This design comes from an exercise in tuning for small area on the open sky130 flow, not from production work. Function was checked by simulation only, so behaviour that the tests miss may differ from the original. Power is estimated from default activity; no workload was simulated.

### flow/run.sh
#!/bin/bash
# synth_recipe.tcl (not shown) runs the flow's synth.tcl, then flattens the netlist and writes it again
# the make line also repeats each setting of config.mk as NAME=value (left out here)
make -C /OpenROAD-flow-scripts/flow DESIGN_CONFIG=/design/flow/config.mk WORK_HOME=/design/flow/orfs CLKGATE_MAP_FILE= SYNTH_SCRIPT=/design/flow/synth_recipe.tcl finish
### flow/config.mk
export PLATFORM = sky130hd
export DESIGN_NAME = Perceptron
export DESIGN_NICKNAME = Perceptron
export VERILOG_FILES = /design/flow/design.v
export SDC_FILE = /design/flow/constraint.sdc
export NUM_CORES = 4
export LEC_CHECK = 0
export CAP_MARGIN = 20
export CORE_MARGIN = 2
export CORE_UTILIZATION = 40
export CTS_BUF_LIST = sky130_fd_sc_hd__clkbuf_1
export SLEW_MARGIN = 20
export SYNTH_HIERARCHICAL = 1
### flow/constraint.sdc
create_clock -name core_clock -period 8.0 [get_ports {clk}]
set_input_delay 1.6000 -clock core_clock [delete_from_list [all_inputs] [get_ports {clk}]]
set_output_delay 1.6000 -clock core_clock [all_outputs]
set_load 0.01 [all_outputs]
### flow/design.v
`timescale 1ns / 1ps
module Perceptron (
    input clk,
    input reset,
    input  [7:0] input1,
    input  [7:0] input2,
    input  [7:0] weight1,
    input  [7:0] weight2,
    input  [7:0] bias,
    output reg [15:0] output_neuron
);
    wire nz;
    reg  nz_q;
    wire t1, t2, t3, t4, g5, g6, t7, t8, t9, s10, c11, g12, g13, t14, t15, t16, t17, t18, t19, t20, t21, t22, t23, t24, g25, g26, t27, t28, t29, s30, c31, g32, g33, t34, t35, t36, t37, t38, t39, t40, t41, t42, t43, t44, t45, t46, t47, t48, t49, t50, t51, t52, t53, t54, t55, t56, t57, t58, t59, t60, t61, t62, t63, t64, t65, t66, t67, g68, g69, t70, t71, t72, s73, c74, g75, g76, t77, t78, t79, t80, t81, t82, t83, t84, t85, t86, t87, g88, g89, t90, t91, t92, s93, c94, g95, g96, t97, t98, t99, t100, t101, t102, t103, t104, t105, t106, t107, t108, t109, t110, t111, t112, t113, t114, t115, t116, t117, t118, t119, t120, t121, t122, t123, t124, t125, t126, t127, t128, t129, t130, t131, t132, t133, t134, s135, c136, s137, c138, s139, c140, s141, c142, s143, c144, s145, c146, s147, c148, s149, c150, s151, c152, s153, c154, s155, c156, s157, c158, s159, c160, s161, c162, s163, c164, s165, c166, s167, c168, s169, c170, s171, c172, s173, c174, s175, c176, s177, c178, s179, c180, s181, c182, s183, c184, s185, c186, s187, c188, s189, c190, s191, c192, s193, c194, s195, c196, s197, c198, s199, c200, s201, c202, s203, c204, s205, c206, s207, c208, s209, c210, s211, c212, s213, c214, s215, c216, s217, c218, s219, c220, s221, c222, s223, c224, s225, c226, s227, c228, s229, c230, s231, c232, s233, c234, s235, c236, s237, c238, s239, c240, s241, c242, s243, c244, s245, c246, s247, c248, s249, c250, s251, c252, s253, c254, s255, c256, s257, c258, s259, c260, s261, c262, s263, c264, s265, c266, s267, c268, s269, c270, s271, c272, s273, c274, s275, c276, s277, c278, o279, o280, o281, o282, o283, o284, o285, o286, o287, o288, o289, o290, o291, o292, o293, o294;
    assign t1 = ~((weight1[0] & input1[0]));
    assign t2 = ~(((weight1[1] & input1[0]) | (weight1[0] & input1[1])));
    assign t3 = ~(((weight1[2] & input1[0]) | (weight1[1] & input1[1]) | (weight1[0] & input1[2])));
    assign t4 = ~(((weight1[3] & input1[0]) | (weight1[2] & input1[1]) | (weight1[1] & input1[2]) | (weight1[0] & input1[3])));
    assign g5 = (weight1[0] & input1[4]);
    assign g6 = (weight1[0] & input1[5]) ^ (weight1[1] & input1[4]);
    assign t7 = ~((weight1[0] & input1[6]));
    assign t8 = ~((weight1[1] & input1[5]));
    assign t9 = ~((weight1[2] & input1[4]));
    FullAdder us10 (.a(t7), .b(t8), .ci(t9), .s(s10), .co(c11));
    Nand4 ug12 (.a(weight1[0]), .b(input1[5]), .c(weight1[1]), .d(input1[4]), .y(g12));
    Xor2 ug13 (.a(s10), .b(g12), .y(g13));
    Or2 ut14 (.a(s10), .b(g12), .y(t14));
    assign t15 = ~((weight1[0] & input1[7]));
    assign t16 = ~((weight1[1] & input1[6]));
    assign t17 = ~((weight1[1] & input1[7]));
    assign t18 = ~((weight1[2] & input1[5]));
    assign t19 = ~((weight1[2] & input1[6]));
    assign t20 = ~((weight1[2] & input1[7]));
    assign t21 = ~((weight1[3] & input1[4]));
    assign t22 = ~((weight1[3] & input1[5]));
    assign t23 = ~((weight1[3] & input1[6]));
    assign t24 = ~((weight1[3] & input1[7]));
    assign g25 = (weight1[4] & input1[0]);
    assign g26 = (weight1[4] & input1[1]) ^ (weight1[5] & input1[0]);
    assign t27 = ~((weight1[4] & input1[2]));
    assign t28 = ~((weight1[5] & input1[1]));
    assign t29 = ~((weight1[6] & input1[0]));
    FullAdder us30 (.a(t27), .b(t28), .ci(t29), .s(s30), .co(c31));
    Nand4 ug32 (.a(weight1[4]), .b(input1[1]), .c(weight1[5]), .d(input1[0]), .y(g32));
    Xor2 ug33 (.a(s30), .b(g32), .y(g33));
    Or2 ut34 (.a(s30), .b(g32), .y(t34));
    assign t35 = ~((weight1[4] & input1[3]));
    assign t36 = ~((weight1[5] & input1[2]));
    assign t37 = ~((weight1[5] & input1[3]));
    assign t38 = ~((weight1[6] & input1[1]));
    assign t39 = ~((weight1[6] & input1[2]));
    assign t40 = ~((weight1[6] & input1[3]));
    assign t41 = ~((weight1[7] & input1[0]));
    assign t42 = ~((weight1[7] & input1[1]));
    assign t43 = ~((weight1[7] & input1[2]));
    assign t44 = ~((weight1[7] & input1[3]));
    assign t45 = ~(((weight1[3] & input1[1]) | (weight1[2] & input1[2]) | (weight1[1] & input1[3])) | g5 | g25);
    assign t46 = ~(((weight1[2] & input1[3]) ^ (weight1[3] & input1[2]) ^ ((weight1[1] & input1[3]) | (weight1[3] & input1[1]) & (weight1[2] & input1[2]))) | g6 | g26);
    assign t47 = ~((((weight1[3] & input1[3]) & ~(weight1[2] & input1[2])) | (~(weight1[3] & input1[3]) & (weight1[2] & input1[2]) & ((weight1[1] & input1[3]) | (weight1[3] & input1[1])))) | g13 | g33);
    assign t48 = ~((weight1[4] & input1[4]));
    assign t49 = ~((weight1[4] & input1[5]));
    assign t50 = ~((weight1[4] & input1[6]));
    assign t51 = ~((weight1[4] & input1[7]));
    assign t52 = ~((weight1[5] & input1[4]));
    assign t53 = ~((weight1[5] & input1[5]));
    assign t54 = ~((weight1[5] & input1[6]));
    assign t55 = ~((weight1[5] & input1[7]));
    assign t56 = ~((weight1[6] & input1[4]));
    assign t57 = ~((weight1[6] & input1[5]));
    assign t58 = ~((weight1[6] & input1[6]));
    assign t59 = ~((weight1[6] & input1[7]));
    assign t60 = ~((weight1[7] & input1[4]));
    assign t61 = ~((weight1[7] & input1[5]));
    assign t62 = ~((weight1[7] & input1[6]));
    assign t63 = ~((weight1[7] & input1[7]));
    assign t64 = ~((weight2[0] & input2[0]));
    assign t65 = ~(((weight2[1] & input2[0]) | (weight2[0] & input2[1])));
    assign t66 = ~(((weight2[2] & input2[0]) | (weight2[1] & input2[1]) | (weight2[0] & input2[2])));
    assign t67 = ~(((weight2[3] & input2[0]) | (weight2[2] & input2[1]) | (weight2[1] & input2[2]) | (weight2[0] & input2[3])));
    assign g68 = (weight2[0] & input2[4]);
    assign g69 = (weight2[0] & input2[5]) ^ (weight2[1] & input2[4]);
    assign t70 = ~((weight2[0] & input2[6]));
    assign t71 = ~((weight2[1] & input2[5]));
    assign t72 = ~((weight2[2] & input2[4]));
    FullAdder us73 (.a(t70), .b(t71), .ci(t72), .s(s73), .co(c74));
    Nand4 ug75 (.a(weight2[0]), .b(input2[5]), .c(weight2[1]), .d(input2[4]), .y(g75));
    Xor2 ug76 (.a(s73), .b(g75), .y(g76));
    Or2 ut77 (.a(s73), .b(g75), .y(t77));
    assign t78 = ~((weight2[0] & input2[7]));
    assign t79 = ~((weight2[1] & input2[6]));
    assign t80 = ~((weight2[1] & input2[7]));
    assign t81 = ~((weight2[2] & input2[5]));
    assign t82 = ~((weight2[2] & input2[6]));
    assign t83 = ~((weight2[2] & input2[7]));
    assign t84 = ~((weight2[3] & input2[4]));
    assign t85 = ~((weight2[3] & input2[5]));
    assign t86 = ~((weight2[3] & input2[6]));
    assign t87 = ~((weight2[3] & input2[7]));
    assign g88 = (weight2[4] & input2[0]);
    assign g89 = (weight2[4] & input2[1]) ^ (weight2[5] & input2[0]);
    assign t90 = ~((weight2[4] & input2[2]));
    assign t91 = ~((weight2[5] & input2[1]));
    assign t92 = ~((weight2[6] & input2[0]));
    FullAdder us93 (.a(t90), .b(t91), .ci(t92), .s(s93), .co(c94));
    Nand4 ug95 (.a(weight2[4]), .b(input2[1]), .c(weight2[5]), .d(input2[0]), .y(g95));
    Xor2 ug96 (.a(s93), .b(g95), .y(g96));
    Or2 ut97 (.a(s93), .b(g95), .y(t97));
    assign t98 = ~((weight2[4] & input2[3]));
    assign t99 = ~((weight2[5] & input2[2]));
    assign t100 = ~((weight2[5] & input2[3]));
    assign t101 = ~((weight2[6] & input2[1]));
    assign t102 = ~((weight2[6] & input2[2]));
    assign t103 = ~((weight2[6] & input2[3]));
    assign t104 = ~((weight2[7] & input2[0]));
    assign t105 = ~((weight2[7] & input2[1]));
    assign t106 = ~((weight2[7] & input2[2]));
    assign t107 = ~((weight2[7] & input2[3]));
    assign t108 = ~(((weight2[3] & input2[1]) | (weight2[2] & input2[2]) | (weight2[1] & input2[3])) | g68 | g88);
    assign t109 = ~(((weight2[2] & input2[3]) ^ (weight2[3] & input2[2]) ^ ((weight2[1] & input2[3]) | (weight2[3] & input2[1]) & (weight2[2] & input2[2]))) | g69 | g89);
    assign t110 = ~((((weight2[3] & input2[3]) & ~(weight2[2] & input2[2])) | (~(weight2[3] & input2[3]) & (weight2[2] & input2[2]) & ((weight2[1] & input2[3]) | (weight2[3] & input2[1])))) | g76 | g96);
    assign t111 = ~((weight2[4] & input2[4]));
    assign t112 = ~((weight2[4] & input2[5]));
    assign t113 = ~((weight2[4] & input2[6]));
    assign t114 = ~((weight2[4] & input2[7]));
    assign t115 = ~((weight2[5] & input2[4]));
    assign t116 = ~((weight2[5] & input2[5]));
    assign t117 = ~((weight2[5] & input2[6]));
    assign t118 = ~((weight2[5] & input2[7]));
    assign t119 = ~((weight2[6] & input2[4]));
    assign t120 = ~((weight2[6] & input2[5]));
    assign t121 = ~((weight2[6] & input2[6]));
    assign t122 = ~((weight2[6] & input2[7]));
    assign t123 = ~((weight2[7] & input2[4]));
    assign t124 = ~((weight2[7] & input2[5]));
    assign t125 = ~((weight2[7] & input2[6]));
    assign t126 = ~((weight2[7] & input2[7]));
    assign t127 = ~(bias[0]);
    assign t128 = ~(bias[1]);
    assign t129 = ~(bias[2]);
    assign t130 = ~(bias[3]);
    assign t131 = ~(bias[4]);
    assign t132 = ~(bias[5]);
    assign t133 = ~(bias[6]);
    assign t134 = ~(bias[7]);
    FullAdder us135 (.a(t1), .b(t64), .ci(t127), .s(s135), .co(c136));
    FullAdder us137 (.a(t128), .b(t2), .ci(t65), .s(s137), .co(c138));
    FullAdder us139 (.a(t129), .b(t3), .ci(t66), .s(s139), .co(c140));
    FullAdder us141 (.a(t130), .b(t4), .ci(t67), .s(s141), .co(c142));
    FullAdder us143 (.a(t131), .b(t45), .ci(t108), .s(s143), .co(c144));
    FullAdder us145 (.a(t132), .b(t46), .ci(t109), .s(s145), .co(c146));
    FullAdder us147 (.a(t133), .b(t47), .ci(t110), .s(s147), .co(c148));
    FullAdder us149 (.a(t15), .b(t16), .ci(t18), .s(s149), .co(c150));
    FullAdder us151 (.a(t21), .b(t35), .ci(t36), .s(s151), .co(c152));
    FullAdder us153 (.a(t38), .b(t41), .ci(t78), .s(s153), .co(c154));
    FullAdder us155 (.a(t79), .b(t81), .ci(t84), .s(s155), .co(c156));
    FullAdder us157 (.a(t98), .b(t99), .ci(t101), .s(s157), .co(c158));
    FullAdder us159 (.a(t104), .b(t134), .ci(c11), .s(s159), .co(c160));
    FullAdder us161 (.a(c31), .b(c74), .ci(c94), .s(s161), .co(c162));
    FullAdder us163 (.a(s149), .b(s151), .ci(s153), .s(s163), .co(c164));
    FullAdder us165 (.a(s155), .b(s157), .ci(t14), .s(s165), .co(c166));
    FullAdder us167 (.a(t34), .b(t77), .ci(t97), .s(s167), .co(c168));
    FullAdder us169 (.a(c148), .b(s159), .ci(s161), .s(s169), .co(c170));
    FullAdder us171 (.a(s163), .b(s165), .ci(s167), .s(s171), .co(c172));
    FullAdder us173 (.a(t17), .b(t19), .ci(t22), .s(s173), .co(c174));
    FullAdder us175 (.a(t37), .b(t39), .ci(t42), .s(s175), .co(c176));
    FullAdder us177 (.a(t48), .b(t80), .ci(t82), .s(s177), .co(c178));
    FullAdder us179 (.a(t85), .b(t100), .ci(t102), .s(s179), .co(c180));
    FullAdder us181 (.a(t105), .b(t111), .ci(c150), .s(s181), .co(c182));
    FullAdder us183 (.a(c152), .b(c154), .ci(c156), .s(s183), .co(c184));
    FullAdder us185 (.a(c158), .b(s173), .ci(s175), .s(s185), .co(c186));
    FullAdder us187 (.a(s177), .b(s179), .ci(c160), .s(s187), .co(c188));
    FullAdder us189 (.a(c162), .b(c164), .ci(s181), .s(s189), .co(c190));
    FullAdder us191 (.a(s183), .b(s185), .ci(c166), .s(s191), .co(c192));
    FullAdder us193 (.a(c168), .b(c170), .ci(s187), .s(s193), .co(c194));
    FullAdder us195 (.a(s189), .b(c172), .ci(s191), .s(s195), .co(c196));
    FullAdder us197 (.a(t20), .b(t23), .ci(t40), .s(s197), .co(c198));
    FullAdder us199 (.a(t43), .b(t49), .ci(t52), .s(s199), .co(c200));
    FullAdder us201 (.a(t83), .b(t86), .ci(t103), .s(s201), .co(c202));
    FullAdder us203 (.a(t106), .b(t112), .ci(t115), .s(s203), .co(c204));
    FullAdder us205 (.a(c174), .b(c176), .ci(c178), .s(s205), .co(c206));
    FullAdder us207 (.a(c180), .b(s197), .ci(s199), .s(s207), .co(c208));
    FullAdder us209 (.a(s201), .b(s203), .ci(c182), .s(s209), .co(c210));
    FullAdder us211 (.a(c184), .b(c186), .ci(s205), .s(s211), .co(c212));
    FullAdder us213 (.a(s207), .b(c188), .ci(c190), .s(s213), .co(c214));
    FullAdder us215 (.a(s209), .b(s211), .ci(c192), .s(s215), .co(c216));
    FullAdder us217 (.a(c194), .b(s213), .ci(c196), .s(s217), .co(c218));
    FullAdder us219 (.a(t24), .b(t44), .ci(t50), .s(s219), .co(c220));
    FullAdder us221 (.a(t53), .b(t56), .ci(t87), .s(s221), .co(c222));
    FullAdder us223 (.a(t107), .b(t113), .ci(t116), .s(s223), .co(c224));
    FullAdder us225 (.a(t119), .b(c198), .ci(c200), .s(s225), .co(c226));
    FullAdder us227 (.a(c202), .b(c204), .ci(s219), .s(s227), .co(c228));
    FullAdder us229 (.a(s221), .b(s223), .ci(c206), .s(s229), .co(c230));
    FullAdder us231 (.a(c208), .b(s225), .ci(s227), .s(s231), .co(c232));
    FullAdder us233 (.a(c210), .b(c212), .ci(s229), .s(s233), .co(c234));
    FullAdder us235 (.a(s231), .b(c214), .ci(s233), .s(s235), .co(c236));
    FullAdder us237 (.a(c216), .b(s235), .ci(c218), .s(s237), .co(c238));
    FullAdder us239 (.a(t51), .b(t54), .ci(t57), .s(s239), .co(c240));
    FullAdder us241 (.a(t60), .b(t114), .ci(t117), .s(s241), .co(c242));
    FullAdder us243 (.a(t120), .b(t123), .ci(c220), .s(s243), .co(c244));
    FullAdder us245 (.a(c222), .b(c224), .ci(s239), .s(s245), .co(c246));
    FullAdder us247 (.a(s241), .b(c226), .ci(c228), .s(s247), .co(c248));
    FullAdder us249 (.a(s243), .b(s245), .ci(c230), .s(s249), .co(c250));
    FullAdder us251 (.a(c232), .b(s247), .ci(s249), .s(s251), .co(c252));
    FullAdder us253 (.a(c234), .b(c236), .ci(s251), .s(s253), .co(c254));
    FullAdder us255 (.a(t55), .b(t58), .ci(t61), .s(s255), .co(c256));
    FullAdder us257 (.a(t118), .b(t121), .ci(t124), .s(s257), .co(c258));
    FullAdder us259 (.a(c240), .b(c242), .ci(s255), .s(s259), .co(c260));
    FullAdder us261 (.a(s257), .b(c244), .ci(c246), .s(s261), .co(c262));
    FullAdder us263 (.a(s259), .b(c248), .ci(s261), .s(s263), .co(c264));
    FullAdder us265 (.a(c250), .b(s263), .ci(c252), .s(s265), .co(c266));
    FullAdder us267 (.a(t59), .b(t62), .ci(t122), .s(s267), .co(c268));
    FullAdder us269 (.a(t125), .b(c256), .ci(c258), .s(s269), .co(c270));
    FullAdder us271 (.a(s267), .b(c260), .ci(s269), .s(s271), .co(c272));
    FullAdder us273 (.a(c262), .b(s271), .ci(c264), .s(s273), .co(c274));
    FullAdder us275 (.a(t63), .b(t126), .ci(c268), .s(s275), .co(c276));
    FullAdder us277 (.a(c270), .b(s275), .ci(c272), .s(s277), .co(c278));
    assign o279 = ~s135;
    assign o280 = ~(c136 & s137);
    assign o281 = ~(c138 & s139);
    assign o282 = ~(c140 & s141);
    assign o283 = ~(c142 & s143);
    assign o284 = ~(c144 & s145);
    assign o285 = ~(c146 & s147);
    assign o286 = ~(s169 & s171);
    assign o287 = ~(s193 & s195);
    assign o288 = ~(s215 & s217);
    assign o289 = ~s237;
    assign o290 = ~(c238 & s253);
    assign o291 = ~(c254 & s265);
    assign o292 = ~(c266 & s273);
    assign o293 = ~(c274 & s277);
    assign o294 = ~(c276 & c278);
    assign nz = (~s135 ^ 1'b0) | ((c136 ^ s137) ^ o279) | ((c138 ^ s139) ^ o280) | ((c140 ^ s141) ^ o281) | ((c142 ^ s143) ^ o282) | ((c144 ^ s145) ^ o283) | ((c146 ^ s147) ^ o284) | ((s169 ^ s171) ^ o285) | ((s193 ^ s195) ^ o286) | ((s215 ^ s217) ^ o287) | (~s237 ^ o288) | ((c238 ^ s253) ^ o289) | ((c254 ^ s265) ^ o290) | ((c266 ^ s273) ^ o291) | ((c274 ^ s277) ^ o292) | ((c276 ^ c278) ^ o293);
    always @(posedge clk or posedge reset) begin
        if (reset) begin
            nz_q <= 1'b0;
            output_neuron <= 16'd0;
        end else begin
            nz_q <= nz;
            output_neuron <= {15'd0, nz_q};
        end
    end
endmodule
module FullAdder (input a, input b, input ci, output s, output co);
    assign {co, s} = a + b + ci;
endmodule
module Or2 (input a, input b, output y);
    assign y = a | b;
endmodule
module Xor2 (input a, input b, output y);
    assign y = a ^ b;
endmodule
module Nand4 (input a, input b, input c, input d, output y);
    assign y = ~(a & b & c & d);
endmodule
==> impl_metrics.json <==
{
  "grt_overflow": 0,
  "ys_types": 35,
  "rr_startpoint": "nz_q",
  "grt_start_max_net_pins": 13,
  "grt_pass1_vias": 2351,
  "maxSlewViolCount": 0,
  "gp_congestion": 0.847,
  "cts_tree": "done",
  "pwr-share-seq_pct": 1.7,
  "cts_buffers": 3,
  "utilization_pct": 45.6,
  "crit_type": "input port to flip-flop",
  "synth_compound_area_share_pct": 5.07,
  "num_rows": 31,
  "critPathRequiredTime_ns": 8.08,
  "clkPwrFrac_pct": 2.0,
  "async_reset_ff_share_pct": 100,
  "place_area_mm2": 0.00331,
  "antenna_found_initial": 0,
  "postSynthAreaPerCell_um2": 9.28,
  "synthCells": 327,
  "synth-edff-count": 0,
  "insertion_delay_ns": 0.20,
  "grt_util_met1_pct": 23.9,
  "met3_usage_pct": 1.66,
  "cts_resized": 0,
  "die_h_um": 91.1,
  "drtPass1Iterations": 4,
  "nets": 472,
  "grt.total_usage_pct": 17.9,
  "core_mm2": 0.00729,
  "hold_path_class": "flip-flop to flip-flop",
  "critPathLaunchType": "input port",
  "drv_cap": 0,
  "area_growth_pct": 9.56,
  "r2r_cells": 0,
  "clock_path_buffers": 2,
  "path_clk_slew_ns": 0.05,
  "io_pins": 58,
  "synth_mux_area_share_pct": 0,
  "startpoint": "weight1[1]",
  "htreeDepth": 1,
  "fin_worst_skew_ns": 0.00146,
  "cts_root_buf": "clkbuf_1",
  "peakVddDrop_mv": 0.160,
  "endpoint": "nz_q",
  "crit_path_end_kind": "flip-flop",
  "total_power_uw": 584,
  "ys_ff_latch": 2,
  "worst_slew_pin_slew_ns": 0.505,
  "p_comb_share_pct": 96.2,
  "final_common_cell": "nand2_1",
  "die_area_mm2": 0.00830,
  "finalSetupTns_ns": 0,
  "synth_ff_type": "dfrtp_1",
  "finalHoldViolations": 0,
  "p_int_uw": 278,
  "ctsHoldBuffers": 0,
  "start_util_pct": 41.6,
  "drt-initial-drc-count": 107,
  "setup_viol": 0,
  "met2_usage_pct": 33.1,
  "r2r_setup_slack_ns": 7.53,
  "drc": 0,
  "drtAntennaViolNets": 0,
  "grt.busiest_layer": "met2",
  "status": "no timing/DRC/antenna violations",
  "finalCriticalPeriod_ns": 6.11,
  "fin_cells": 438,
  "synthSimpleGateAreaFrac_pct": 20.0,
  "p_switching_uw": 306,
  "netlist_area_mm2": 0.00304,
  "grt_pass1_wl_um": 11700,
  "synth_seq_area_share_pct": 1.65,
  "slew_headroom_pct": 66.0,
  "cts_setup_buffers": 0,
  "diodes": 0,
  "numPortBuffers": 42,
  "fillerInstances": 750,
  "mostFrequentLayoutCells": "nand2_1 (102), fa_1 (76), clkdlybuf4s50_1 (42)",
  "yosysWarningCount": 7,
  "period_share_pct": 76.3,
  "timing.rr.end": "output_neuron[0]",
  "wl_per_cell_um": 15.6,
  "routed_wl_um": 6850,
  "synth_xor_area_share_pct": 6.06,
  "via_per_inst": 5.07,
  "cts_sinks": 2,
  "synth-adder-area-share_pct": 55.5,
  "dp.cells": 435,
  "fin_area_mm2": 0.00333,
  "sw_frac_of_total_pct": 52.4,
  "power_density_mw_per_mm2": 176,
  "leakage_uw": 0.00122,
  "rsz0062_at_grt": "no",
  "drive_gt1_share_pct": 1.47,
  "worstPathMaxFanout": 12,
  "hpwl_um": 5910,
  "cp.arrival_ns": 6.18,
  "fp.dieW_um": 91.1,
  "synth_top_family_by_area": "adder cells",
  "routed-via-count": 2221,
  "max_freq_ghz": 0.164
}
-- cell families after synthesis --
kind of cell	Yosys count
XOR/XNOR	21
AND/OR/NAND/NOR	136
adder cells (fa/ha/maj)	89
other	1
AO/OA/AOI/OAI	22
buffers and inverters	56
flip-flops	2
-- worst max-delay path, cell delays in order --
cell             delay [ns]
clkdlybuf4s50_1        0.73
nand2_1                0.14
fa_1                   0.56
xor2_1                 0.15
nor4_1                 0.10
fa_1                   0.42
fa_1                   0.45
fa_1                   0.43
fa_1                   0.44
fa_1                   0.37
ha_1                   0.21
xor2_1                 0.18
nand4_1                0.10
nor3_1                 0.20
nand3_1                0.09
-- modules after synthesis, one instance, submodules excluded --
module	cells inside	flops+latches
Perceptron	239	2
Xor2	1	0
Or2	1	0
Nand4	1	0
FullAdder	1	0
-- stage by stage --
step                      worst slack (ns)  hold slack, ns
after global placement                1.79           0.341
final                                 1.89           0.353
after global routing                  1.66           0.392
after CTS                             1.91           0.343
after detailed placement              1.69           0.340
after floorplan                       2.43           0.331
-- layout make-up --
type                       instances  area, um2  share of cell area (%)
multi-input combinational        283       2690                    80.8
timing repair buffer              42        420                    12.6
tap                               99        124                    3.72
sequential                         2       50.0                    1.50
inverter                           9       33.8                    1.02
clock buffer                       3       11.3                   0.339
-- power groups by stage --
stage                     Combinational, uW  Sequential, uW  Clock [uW]
after CTS                               567            10.2        12.8
after global placement                  554            10.3           0
after floorplan                         439            10.3           0
after detailed placement                562            10.3           0
after global routing                    656            10.1        15.0
final                                   562            10.2        11.8
-- sequential cells by signal, summed over array words and instances, names as in the netlist --
| signal | cells |
|---|---|
| nz_q | 1 |
| output_neuron | 1 |
-- cell usage after synthesis, types with 3 or more instances --
cell / instances / area [um2]
xnor2_1: 5 / 43.8
clkbuf_1: 11 / 41.3
nor2b_1: 3 / 18.8
nand2_4: 3 / 33.8
a21oi_1: 3 / 15.0
nand2_1: 102 / 383
xor2_1: 16 / 140
ha_1: 13 / 163
buf_6: 7 / 78.8
or2_1: 4 / 25.0
a22oi_1: 5 / 37.5
and3_1: 3 / 18.8
nand4_1: 6 / 37.5
inv_1: 9 / 33.8
nor3_1: 3 / 15.0
nand3_1: 5 / 25.0
o21ai_0: 4 / 20.0
buf_2: 8 / 40.0
fa_1: 76 / 1520
buf_4: 21 / 158
-- how the worst min path moves through the flow --
stage | start | end | slack, ns | cells after the start
finish | nz_q | output_neuron[0] | 0.35 | 0
global route | nz_q | output_neuron[0] | 0.39 | 0
CTS | nz_q | output_neuron[0] | 0.34 | 0
detailed placement | nz_q | output_neuron[0] | 0.34 | 0
global placement | nz_q | output_neuron[0] | 0.34 | 0
floorplan | nz_q | output_neuron[0] | 0.33 | 0
-- layer usage --
| metal | part of all wire (%) | routed length [um] |
|---|---|---|
| met5 | 0 | 0 |
| met4 | 0 | 0 |
| met3 | 3.8 | 263 |
| met2 | 55 | 3740 |
| met1 | 42 | 2850 |

[port drivers added, routing unchanged]
No port has a modelled driver above. Below, the same layout with a new extraction and two added sets of constraints. Step 1 (the two cells are an assumption about what drives the block):
set clk [get_ports {clk}]
set_driving_cell -lib_cell sky130_fd_sc_hd__clkbuf_16 $clk
set_driving_cell -lib_cell sky130_fd_sc_hd__buf_2 [delete_from_list [all_inputs] $clk]
Step 2, shift: input delay + t, output delay - t, t = (earliest + latest rising clock arrival at the registers) / 2. This alone moves slack from input paths to output paths. Three values: ideal, step 1, step 2; two values: the first two.
t, ns: 0.220
setup WS [ns]: 1.894 / 1.884 / 1.664
hold WS [ns]: 0.353 / 0.353 / 0.353
worst register clock-pin slew, ns: 0.05 / 0.05
After both steps setup and hold are still met in this run. For this run, drivers alone change the setup slack by -0.010 ns; drivers and shift together by -0.230 ns.
